This is an optimization exercise on Yosys and OpenROAD, whose aim is small area, not a production implementation. Where RTL was checked, it was by simulation tests only, not by an equivalence proof against the original. The clock input has no modelled driver; a real chip could not lean on it and would need a root buffer or a full tree. No activity file was given, so power comes from the tool's default toggle rates.

the baseline:
Design dianti_top, start of the top module:
module dianti_top(
	input		clk,
	input		rst,
	input		kin1,
	input		kin2,
	input		kin3,
	input		kin4,
	input		kin1_up,
	input		kin2_up,
	input		kin2_down,
	input		kin3_up,
	input		kin3_down,
	input		kin4_down,
	output	[7:0]	led,
	output	reg [3:0]	pos,
	output	[7:0]	seg
	);
	wire [9:0] kin = {kin4_down,kin3_down,kin3_up,kin2_down,kin2_up,kin1_up,kin4,kin3,kin2,kin1};
	reg [9:0] s1, s2;
	always @(posedge clk or posedge rst)
		if (rst) s1 <= 10'd0; else s1 <= kin;
	always @(posedge clk) s2 <= s1;	 
	wire p1 = s1[0]^s2[0], p2 = s1[1]^s2[1], p3 = s1[2]^s2[2], p4 = s1[3]^s2[3];
	wire p1u = s1[4]^s2[4], p2u = s1[5]^s2[5], p2d = s1[6]^s2[6], p3u = s1[7]^s2[7];
	wire p3d = s2[8], p4d = s2[9];
	localparam FL = 2'd0, OP = 2'd3, RD = 2'd1, MV = 2'd2;
	reg [1:0] f, k;
	reg d;
	reg r1, r1u, r2, r2u, r2d, r3, r3u, r3d, r4, r4d;
	wire [3:0] fo = 4'b1 << f;
	wire io = k == OP;
	wire kfl = k == FL;
	wire krd = k == RD;
	wire kmv = k == MV;
	always @(posedge clk)
		if (rst) {r1, r1u, r2, r2u, r2d, r3, r3u, r3d, r4, r4d} <= 10'd0;
		else begin
			r1  <= p1  | (r1  & ~(fo[0] & io));
			r1u <= p1u | (r1u & ~(fo[0] & krd));
			r2  <= p2  | (r2  & ~(fo[1] & io));
			r2u <= p2u | (r2u & ~(fo[1] & krd & d));
			r2d <= p2d | (r2d & ~(fo[1] & krd & ~d));
			r3  <= p3  | (r3  & ~(fo[2] & io));
			r3u <= p3u | (r3u & ~(fo[2] & krd & d));
			r3d <= p3d | (r3d & ~(fo[2] & krd & ~d));
			r4  <= p4  | (r4  & ~(fo[3] & io));
			r4d <= p4d | (r4d & ~(fo[3] & krd));
		end
	wire q1 = r1 | r1u, q2 = r2 | r2u | r2d, q3 = r3 | r3u | r3d, q4 = r4 | r4d;
  ...
For scale: roughly 260 cells after synthesis, about 2500 um^2 of cells after synthesis.
==> flow/config.mk <==
export PLATFORM = sky130hd
export DESIGN_NAME = dianti_top
export DESIGN_NICKNAME = dianti_top
export VERILOG_FILES = /design/flow/design.v
export SDC_FILE = /design/flow/constraint.sdc
export NUM_CORES = 4
export LEC_CHECK = 0
export CAP_MARGIN = 20
export CORE_MARGIN = 2
export CORE_UTILIZATION = 40
export SLEW_MARGIN = 20
export BUFFER_PORTS_ARGS = -buffer_cell sky130_fd_sc_hd__buf_1
==> flow/constraint.sdc <==
create_clock -name core_clock -period 6.0 [get_ports {clk}]
set_input_delay 1.2000 -clock core_clock [delete_from_list [all_inputs] [get_ports {clk}]]
set_output_delay 1.2000 -clock core_clock [all_outputs]
set_load 0.01 [all_outputs]
standard.sh (not shown) runs the stock make flow with config.mk's settings and CLKGATE_MAP_FILE= SYNTH_SCRIPT=/design/flow/synth_recipe.tcl, a recipe that flattens the netlist after the stock synthesis.
==> flow/flow/run.sh <==
#!/bin/bash
# Layout flow: the standard synthesis, then the combinational logic re-mapped
# for area by ABC (registers untouched), small port buffers, and a single-buffer
# clock tree. Every tool's output goes to a log_*.txt file in this folder.
set -euo pipefail
W=$PWD
R=$W/orfs/results/$FLOW_PLATFORM/dianti_top/base
LIB=$FLOW_HOME/platforms/sky130hd/lib/sky130_fd_sc_hd__tt_025C_1v80.lib
DONT_USE="-dont_use sky130_fd_sc_hd__lpflow_bleeder_1 -dont_use sky130_fd_sc_hd__lpflow_clkbufkapwr_1 -dont_use sky130_fd_sc_hd__lpflow_clkbufkapwr_16 -dont_use sky130_fd_sc_hd__lpflow_clkbufkapwr_2 -dont_use sky130_fd_sc_hd__lpflow_clkbufkapwr_4 -dont_use sky130_fd_sc_hd__lpflow_clkbufkapwr_8 -dont_use sky130_fd_sc_hd__lpflow_clkinvkapwr_1 -dont_use sky130_fd_sc_hd__lpflow_clkinvkapwr_16 -dont_use sky130_fd_sc_hd__lpflow_clkinvkapwr_2 -dont_use sky130_fd_sc_hd__lpflow_clkinvkapwr_4 -dont_use sky130_fd_sc_hd__lpflow_clkinvkapwr_8 -dont_use sky130_fd_sc_hd__lpflow_decapkapwr_12 -dont_use sky130_fd_sc_hd__lpflow_decapkapwr_3 -dont_use sky130_fd_sc_hd__lpflow_decapkapwr_4 -dont_use sky130_fd_sc_hd__lpflow_decapkapwr_6 -dont_use sky130_fd_sc_hd__lpflow_decapkapwr_8 -dont_use sky130_fd_sc_hd__lpflow_inputiso0n_1 -dont_use sky130_fd_sc_hd__lpflow_inputiso0p_1 -dont_use sky130_fd_sc_hd__lpflow_inputiso1n_1 -dont_use sky130_fd_sc_hd__lpflow_inputiso1p_1 -dont_use sky130_fd_sc_hd__lpflow_inputisolatch_1 -dont_use sky130_fd_sc_hd__lpflow_isobufsrc_1 -dont_use sky130_fd_sc_hd__lpflow_isobufsrc_16 -dont_use sky130_fd_sc_hd__lpflow_isobufsrc_2 -dont_use sky130_fd_sc_hd__lpflow_isobufsrc_4 -dont_use sky130_fd_sc_hd__lpflow_isobufsrc_8 -dont_use sky130_fd_sc_hd__lpflow_isobufsrckapwr_16 -dont_use sky130_fd_sc_hd__lpflow_lsbuf_lh_hl_isowell_tap_1 -dont_use sky130_fd_sc_hd__lpflow_lsbuf_lh_hl_isowell_tap_2 -dont_use sky130_fd_sc_hd__lpflow_lsbuf_lh_hl_isowell_tap_4 -dont_use sky130_fd_sc_hd__lpflow_lsbuf_lh_isowell_4 -dont_use sky130_fd_sc_hd__lpflow_lsbuf_lh_isowell_tap_1 -dont_use sky130_fd_sc_hd__lpflow_lsbuf_lh_isowell_tap_2 -dont_use sky130_fd_sc_hd__lpflow_lsbuf_lh_isowell_tap_4 -dont_use sky130_fd_sc_hd__probe_p_8 -dont_use sky130_fd_sc_hd__probec_p_8 "

cat >> config.mk <<'EOC'
export BUFFER_PORTS_ARGS = -buffer_cell sky130_fd_sc_hd__buf_1
EOC
[ -f flow/extra.mk ] && cat flow/extra.mk >> config.mk

bash standard.sh synth > log_synth.txt 2>&1
cp $R/1_2_yosys.v std_netlist.v
# a second starting point for the re-mapping: the same synthesis without half/full-adder
# extraction (it uses half adders as plain AND gates here)
bash standard.sh clean_synth > log_clean_synth.txt 2>&1
if bash standard.sh synth ADDER_MAP_FILE= > log_synth_nofa.txt 2>&1; then
  cp $R/1_2_yosys.v nofa_netlist.v
fi

# re-map the combinational logic with several ABC scripts from each starting point, keep
# the smallest result that is equivalent to the standard netlist (flip-flops paired by name)
best=""; best_area=""
for src in std nofa; do
  [ -f ${src}_netlist.v ] || continue
  python3 flow/gen_cellmap.py $LIB ${src}_netlist.v cellmap_$src.v > log_cellmap_$src.txt 2>&1
  for s in flow/abc_*.script; do
    n=${src}_$(basename $s .script)
    cat > reopt_$n.ys <<EOY
read_liberty -lib $LIB
read_verilog ${src}_netlist.v
hierarchy -top $FLOW_TOP
techmap -map cellmap_$src.v
techmap
opt -fast
abc -script $W/$s -liberty $LIB $DONT_USE -D 6000
opt_clean -purge
hilomap -singleton -hicell sky130_fd_sc_hd__conb_1 HI -locell sky130_fd_sc_hd__conb_1 LO
splitnets
opt_clean -purge
insbuf -buf sky130_fd_sc_hd__buf_4 A X
tee -o stat_$n.txt stat -liberty $LIB
write_verilog -noattr -nohex -nodec net_$n.v
EOY
    if ! timeout 600 yosys -s reopt_$n.ys > log_reopt_$n.txt 2>&1; then continue; fi
    if ! timeout 600 bash flow/eqcheck.sh $LIB $FLOW_TOP std_netlist.v net_$n.v log_equiv_$n.txt; then continue; fi
    a=$(grep "Chip area" stat_$n.txt | awk '{print $NF}')
    if [ -z "$best" ] || python3 -c "import sys; sys.exit(0 if $a < $best_area else 1)"; then best=$n; best_area=$a; fi
  done
done
echo "best netlist: $best $best_area" > log_choice.txt
if [ -z "$best" ]; then
  best=std_unchanged
  cp std_netlist.v net_$best.v
fi
cp net_$best.v $R/1_2_yosys.v
rm -f $R/1_synth.odb
bash standard.sh synth > log_synth_odb.txt 2>&1

bash standard.sh place > log_place.txt 2>&1
# clock tree: four clkbuf_8 fed by the clock port, each driving a quarter of the registers
bash standard.sh run RUN_SCRIPT=$W/flow/cts.tcl RUN_LOG_NAME_STEM=4_1_cts_my > log_cts.txt 2>&1
bash standard.sh finish > log_layout.txt 2>&1
Other scripts of this flow, unchanged in this note and not shown: flow/flow/abc_ds2.script, flow/flow/abc_ds3.script, flow/flow/abc_mix1.script, flow/flow/abc_s3.script, flow/flow/abc_s4.script, flow/flow/abc_s9.script, flow/flow/cts.tcl, flow/flow/cutff.py, flow/flow/eqcheck.sh, flow/flow/gen_cellmap.py
Input changes introduced in the candidate (baseline for comparison: the baseline):
--- a/flow/design.v
+++ b/flow/design.v
@@ -80,19 +80,19 @@
 			RD: if (d) begin
 					if (ab) kn = MV; else if (fo[2] & rfd) begin kn = OP; dn_ = 1'b0; end
 					else if (be) begin kn = MV; dn_ = 1'b0; end else if (cu) kn = OP;
 				end else begin
 					if (be) kn = MV; else if (ab) begin kn = MV; dn_ = 1'b1; end else if (cd) kn = OP;
 				end
 			MV: if (moveDone) begin kn = FL; fn_ = d ? f + 2'd1 : f - 2'd1; end
 		endcase
 	end
-	always @(posedge clk)
+	always @(posedge clk or posedge rst)
 		if (rst) begin f <= 2'd0; k <= FL; end
 		else begin f <= fn_; k <= kn; end
 	always @(posedge clk) d <= dn_;
 	reg [3:0] nib;
 	always @(*)
 		case ({f, k, d})
 			5'd0: nib = 4'd1;
 			5'd1: nib = 4'd1;
 			5'd2: nib = 4'd12;
@@ -123,32 +123,32 @@
 			5'd27: nib = 4'd0;
 			5'd28: nib = 4'd15;
 			5'd29: nib = 4'd15;
 			5'd30: nib = 4'd2;
 			5'd31: nib = 4'd2;
 		endcase
 	wire [1:0] fl = (kfl & fc) ? (d ? f - 2'd1 : f + 2'd1) : f;
 	reg la, ledr;
 	reg [1:0] lf;
-	always @(posedge clk)
+	always @(posedge clk or posedge rst)
 		if (rst) la <= 1'b0;
 		else if (!la) la <= p1 | p1u | p2 | p2u | p2d | p3 | p3u | p3d | p4 | p4d;
 		else if (lf == fl) la <= 1'b0;
 	always @(posedge clk)
 		if (!la) lf <= (p4 | p4d) ? 2'd3 : (p1 | p1u) ? 2'd0 : (p3 | p3u | p3d) ? 2'd2 : 2'd1;
 	always @(posedge clk or posedge rst)
 		if (rst) ledr <= 1'b0; else ledr <= la;
 	assign led = {8{ledr}};
 	wire sel0 = pos[3] | ~|pos[2:0];
 	reg mu, md;
 	always @(posedge clk) if (sel0) begin mu <= kmv & d; md <= kmv & ~d; end
 	reg seen;
-	always @(posedge clk)
+	always @(posedge clk or posedge rst)
 		if (rst) seen <= 1'b0; else if (pos[1]) seen <= seen | io;
 	wire [3:0] dn = ~seen ? 4'd1 : doorOpen ? 4'd13 : 4'd7;
 	wire [3:0] rn = mu ? 4'd10 : md ? 4'd9 : 4'd8;
 	reg [3:0] fn;
 	always @(*)
 		case (fl) 2'd0: fn = 4'd11; 2'd1: fn = 4'd12; 2'd2: fn = 4'd2; default: fn = 4'd0; endcase
 	reg [3:0] dataP;
 	always @(posedge clk or posedge rst)
 		if (rst) begin pos <= 4'd0; dataP <= 4'd1; end
On number of stages on the worst setup path: the candidate sits below the baseline.
Fraction of layout instances using a drive strength above 1 is lower on the candidate
Post-synthesis instance area: the baseline vs the candidate, no meaningful difference
Relative to the baseline, the total routing resource utilization after global routing of the candidate is lower by 0.69 points.
Sum of routed wire length over all layers of the candidate falls short of that of the baseline by a few percent.
The candidate and the baseline ended up with nearly the same effective utilization at floorplan.
In the tables for the candidate and the baseline, minimum clock period after layout reads lower with the candidate.
Combinational logic power (higher): the candidate
Relative to the baseline, routed via count has decreased by 85 in the candidate.
Layout overhead on the synthesized area in the candidate vs the baseline: down 0.31 points
Per the comparison of the candidate with the baseline, sequential cell area in the final layout now sits higher, register-to-register slack has increased, cell area after layout has remained practically unchanged.
The candidate vs. the baseline: power density over cell area went up by about 50%.
The RTL of the baseline was laid out without a check of its function. In every run of this note, the design's own scripts or RTL, not TritonCTS, make the clock network.


Setup of run H:
Another version of the RTL of dianti_top (not shown whole).
For scale: about 260 cells after synthesis, roughly 32 I/O pins.
Settings: LEC_CHECK=0, CAP_MARGIN=20, CORE_MARGIN=2, CORE_UTILIZATION=40, SLEW_MARGIN=20, BUFFER_PORTS_ARGS=-buffer_cell sky130_fd_sc_hd__buf_1; clock period 6.0 ns.
==> flow/flow/run.sh <==
#!/bin/bash
# Layout flow: the standard synthesis, then the combinational logic re-mapped
# for area by ABC (registers untouched), small port buffers, and a clock tree of
# four buffers fed by the clock port. Every tool's output goes to a log_*.txt file in this folder.
set -euo pipefail
W=$PWD
R=$W/orfs/results/$FLOW_PLATFORM/dianti_top/base
LIB=$FLOW_HOME/platforms/sky130hd/lib/sky130_fd_sc_hd__tt_025C_1v80.lib
DONT_USE="-dont_use sky130_fd_sc_hd__lpflow_bleeder_1 -dont_use sky130_fd_sc_hd__lpflow_clkbufkapwr_1 -dont_use sky130_fd_sc_hd__lpflow_clkbufkapwr_16 -dont_use sky130_fd_sc_hd__lpflow_clkbufkapwr_2 -dont_use sky130_fd_sc_hd__lpflow_clkbufkapwr_4 -dont_use sky130_fd_sc_hd__lpflow_clkbufkapwr_8 -dont_use sky130_fd_sc_hd__lpflow_clkinvkapwr_1 -dont_use sky130_fd_sc_hd__lpflow_clkinvkapwr_16 -dont_use sky130_fd_sc_hd__lpflow_clkinvkapwr_2 -dont_use sky130_fd_sc_hd__lpflow_clkinvkapwr_4 -dont_use sky130_fd_sc_hd__lpflow_clkinvkapwr_8 -dont_use sky130_fd_sc_hd__lpflow_decapkapwr_12 -dont_use sky130_fd_sc_hd__lpflow_decapkapwr_3 -dont_use sky130_fd_sc_hd__lpflow_decapkapwr_4 -dont_use sky130_fd_sc_hd__lpflow_decapkapwr_6 -dont_use sky130_fd_sc_hd__lpflow_decapkapwr_8 -dont_use sky130_fd_sc_hd__lpflow_inputiso0n_1 -dont_use sky130_fd_sc_hd__lpflow_inputiso0p_1 -dont_use sky130_fd_sc_hd__lpflow_inputiso1n_1 -dont_use sky130_fd_sc_hd__lpflow_inputiso1p_1 -dont_use sky130_fd_sc_hd__lpflow_inputisolatch_1 -dont_use sky130_fd_sc_hd__lpflow_isobufsrc_1 -dont_use sky130_fd_sc_hd__lpflow_isobufsrc_16 -dont_use sky130_fd_sc_hd__lpflow_isobufsrc_2 -dont_use sky130_fd_sc_hd__lpflow_isobufsrc_4 -dont_use sky130_fd_sc_hd__lpflow_isobufsrc_8 -dont_use sky130_fd_sc_hd__lpflow_isobufsrckapwr_16 -dont_use sky130_fd_sc_hd__lpflow_lsbuf_lh_hl_isowell_tap_1 -dont_use sky130_fd_sc_hd__lpflow_lsbuf_lh_hl_isowell_tap_2 -dont_use sky130_fd_sc_hd__lpflow_lsbuf_lh_hl_isowell_tap_4 -dont_use sky130_fd_sc_hd__lpflow_lsbuf_lh_isowell_4 -dont_use sky130_fd_sc_hd__lpflow_lsbuf_lh_isowell_tap_1 -dont_use sky130_fd_sc_hd__lpflow_lsbuf_lh_isowell_tap_2 -dont_use sky130_fd_sc_hd__lpflow_lsbuf_lh_isowell_tap_4 -dont_use sky130_fd_sc_hd__probe_p_8 -dont_use sky130_fd_sc_hd__probec_p_8 "

cat >> config.mk <<'EOC'
export BUFFER_PORTS_ARGS = -buffer_cell sky130_fd_sc_hd__buf_1
EOC
[ -f flow/extra.mk ] && cat flow/extra.mk >> config.mk

bash standard.sh synth > log_synth.txt 2>&1
cp $R/1_2_yosys.v std_netlist.v
# a second starting point for the re-mapping: the same synthesis without half/full-adder
# extraction (it uses half adders as plain AND gates here)
bash standard.sh clean_synth > log_clean_synth.txt 2>&1
if bash standard.sh synth ADDER_MAP_FILE= > log_synth_nofa.txt 2>&1; then
  cp $R/1_2_yosys.v nofa_netlist.v
fi
# a third: the same with ORFS's area-oriented ABC script
bash standard.sh clean_synth > log_clean_synth2.txt 2>&1
if bash standard.sh synth ADDER_MAP_FILE= ABC_AREA=1 > log_synth_area.txt 2>&1; then
  cp $R/1_2_yosys.v area_netlist.v
fi

# re-map the combinational logic with several ABC scripts from each starting point (four
# at a time), keep the smallest result that is equivalent to the standard netlist
# (flip-flops paired by name)
reopt_one() {
  local src=$1 s=$2
  local n=${src}_$(basename $s .script)
  cat > reopt_$n.ys <<EOY
read_liberty -lib $LIB
read_verilog ${src}_netlist.v
hierarchy -top $FLOW_TOP
techmap -map cellmap_$src.v
techmap
opt -fast
abc -script $W/$s -liberty $LIB $DONT_USE -D 6000
opt_clean -purge
hilomap -singleton -hicell sky130_fd_sc_hd__conb_1 HI -locell sky130_fd_sc_hd__conb_1 LO
splitnets
opt_clean -purge
insbuf -buf sky130_fd_sc_hd__buf_4 A X
tee -o stat_$n.txt stat -liberty $LIB
write_verilog -noattr -nohex -nodec net_$n.v
EOY
  timeout 900 yosys -s reopt_$n.ys > log_reopt_$n.txt 2>&1 || return 0
  timeout 900 bash flow/eqcheck.sh $LIB $FLOW_TOP std_netlist.v net_$n.v log_equiv_$n.txt || return 0
  touch ok_$n
}
for src in std nofa area; do
  [ -f ${src}_netlist.v ] || continue
  python3 flow/gen_cellmap.py $LIB ${src}_netlist.v cellmap_$src.v > log_cellmap_$src.txt 2>&1
  for s in flow/abc_*.script; do
    while [ $(jobs -r | wc -l) -ge ${NUM_CORES:-4} ]; do sleep 1; done
    reopt_one $src $s &
  done
done
wait
best=""; best_area=""
for f in ok_*; do
  [ -e "$f" ] || continue
  n=${f#ok_}
  # buf_4 cells only join nets for the netlist writer; the floorplan removes them
  a=$(python3 -c "import re; t=open('stat_$n.txt').read(); a=float(re.search(r'Chip area[^:]*:\s*([0-9.]+)', t).group(1)); m=re.search(r'(\d+)\s+[0-9.]+\s+sky130_fd_sc_hd__buf_4\b', t); print(a - (int(m.group(1)) * 7.5072 if m else 0))")
  echo "$n $a" >> log_candidates.txt
  if [ -z "$best" ] || python3 -c "import sys; sys.exit(0 if $a < $best_area else 1)"; then best=$n; best_area=$a; fi
done
echo "best netlist: $best $best_area" > log_choice.txt
if [ -z "$best" ]; then
  best=std_unchanged
  cp std_netlist.v net_$best.v
fi
cp net_$best.v $R/1_2_yosys.v
rm -f $R/1_synth.odb
bash standard.sh synth > log_synth_odb.txt 2>&1

bash standard.sh place > log_place.txt 2>&1
# clock tree: four clkbuf_8 fed by the clock port, each driving a quarter of the registers
bash standard.sh run RUN_SCRIPT=$W/flow/cts.tcl RUN_LOG_NAME_STEM=4_1_cts_my > log_cts.txt 2>&1
bash standard.sh finish > log_layout.txt 2>&1
Other scripts of this flow, unchanged in this note and not shown: flow/flow/abc_ds1.script, flow/flow/abc_ds2.script, flow/flow/abc_ds3.script, flow/flow/abc_ds4.script, flow/flow/abc_mix1.script, flow/flow/abc_s3.script, flow/flow/abc_s4.script, flow/flow/abc_s9.script, flow/flow/cts.tcl, flow/flow/cutff.py, flow/flow/eqcheck.sh, flow/flow/gen_cellmap.py
Run H was carried through to the last stage, and its layout satisfied the timing, design-rule and antenna checks.
Modified inputs, run Z compared to run H
-- flow/design.v --
<<< run H, line 87
		endcase
	end
	always @(posedge clk or posedge rst)
		if (rst) begin f <= 2'd0; k <= FL; end
		else begin f <= fn_; k <= kn; end
>>> run Z, line 87
		endcase
	end
	always @(posedge clk)
		if (rst) begin f <= 2'd0; k <= FL; end
		else begin f <= fn_; k <= kn; end
<<< run H, line 130
	reg la, ledr;
	reg [1:0] lf;
	always @(posedge clk or posedge rst)
		if (rst) la <= 1'b0;
		else if (!la) la <= p1 | p1u | p2 | p2u | p2d | p3 | p3u | p3d | p4 | p4d;
>>> run Z, line 130
	reg la, ledr;
	reg [1:0] lf;
	always @(posedge clk)
		if (rst) la <= 1'b0;
		else if (!la) la <= p1 | p1u | p2 | p2u | p2d | p3 | p3u | p3d | p4 | p4d;
<<< run H, line 148
	always @(posedge clk) if (sel0) begin mu <= kmv & d; md <= kmv & ~d; end
	reg seen;
	always @(posedge clk or posedge rst)
		if (rst) seen <= 1'b0; else if (sel2) seen <= seen | io;
	wire [3:0] dn = ~seen ? 4'd1 : doorOpen ? 4'd13 : 4'd7;
>>> run Z, line 148
	always @(posedge clk) if (sel0) begin mu <= kmv & d; md <= kmv & ~d; end
	reg seen;
	always @(posedge clk)
		if (rst) seen <= 1'b0; else if (sel2) seen <= seen | io;
	wire [3:0] dn = ~seen ? 4'd1 : doorOpen ? 4'd13 : 4'd7;
Results
When the final numbers for run Z and run H were put side by side, the average detailed-routed wire length per instance turned out to be greater in run H. Sequential-cell power consumption (higher): run H. Between run Z and run H, total global routing track utilization is lower for run Z, run H comes in above that. Relative to run H, number of stages on the worst setup path has increased by 1 in run Z. There was hardly any difference in die span in x between run H and run Z. Between run Z and run H, it is run Z whose final worst slack is lower, by 0.38 ns. Looking at number of global-route vias before repair, run Z sits below run H. [compare] base=run H new=run Z: hold path depth barely changed; synthesized cell count climbed 9; wire length reported by the detailed router dropped 17 um; average cell area after synthesis dropped 0.38 um2. Compared with run H, run Z improves design internal power. Run Z has part of the total power dissipated in the clock network above what run H had. Cmp run Z and run H / combinational cell fraction of total power / lower: run Z.
Function not checked in run H: the RTL went through the layout flow alone. No run of this note takes its clock network from TritonCTS; it comes from the design's own scripts or RTL.

==> static timing again, ports no longer ideal <==
In the flow no input, the clock included, has a driving cell. The finished layouts below were timed again as built, in two steps. Step 1 assumes that a clkbuf_16 drives the clock port and a buf_2 every other input. Step 2, shift: input delay + t, output delay - t, t = (earliest + latest rising clock arrival at the registers) / 2. This alone moves slack from input paths to output paths. a / b / c = ideal ports / drivers / drivers and shift; a / b = the first two.
run | t, ns | slack for setup (ns) | hold slack, ns | latest minus earliest clock arrival (ns) | cell pins on the clock port's net
the baseline | 0.207 | 2.765 / 2.765 / 2.765 | 0.347 / 0.347 / 0.347 | 0.011 / 0.011 | 4
the candidate | 0.205 | 3.361 / 3.305 / 3.510 | 0.349 / 0.349 / 0.349 | 0.010 / 0.010 | 4
run H | 0.203 | 3.454 / 3.415 / 3.454 | 0.349 / 0.349 / 0.349 | 0.011 / 0.010 | 4
run Z | 0.204 | 3.079 / 3.021 / 2.923 | 0.350 / 0.350 / 0.350 | 0.008 / 0.008 | 4
After both steps every run listed still meets setup and hold. The setup slack of run Z, which loses most, moves by -0.058 ns with the drivers and by -0.156 ns with both steps.
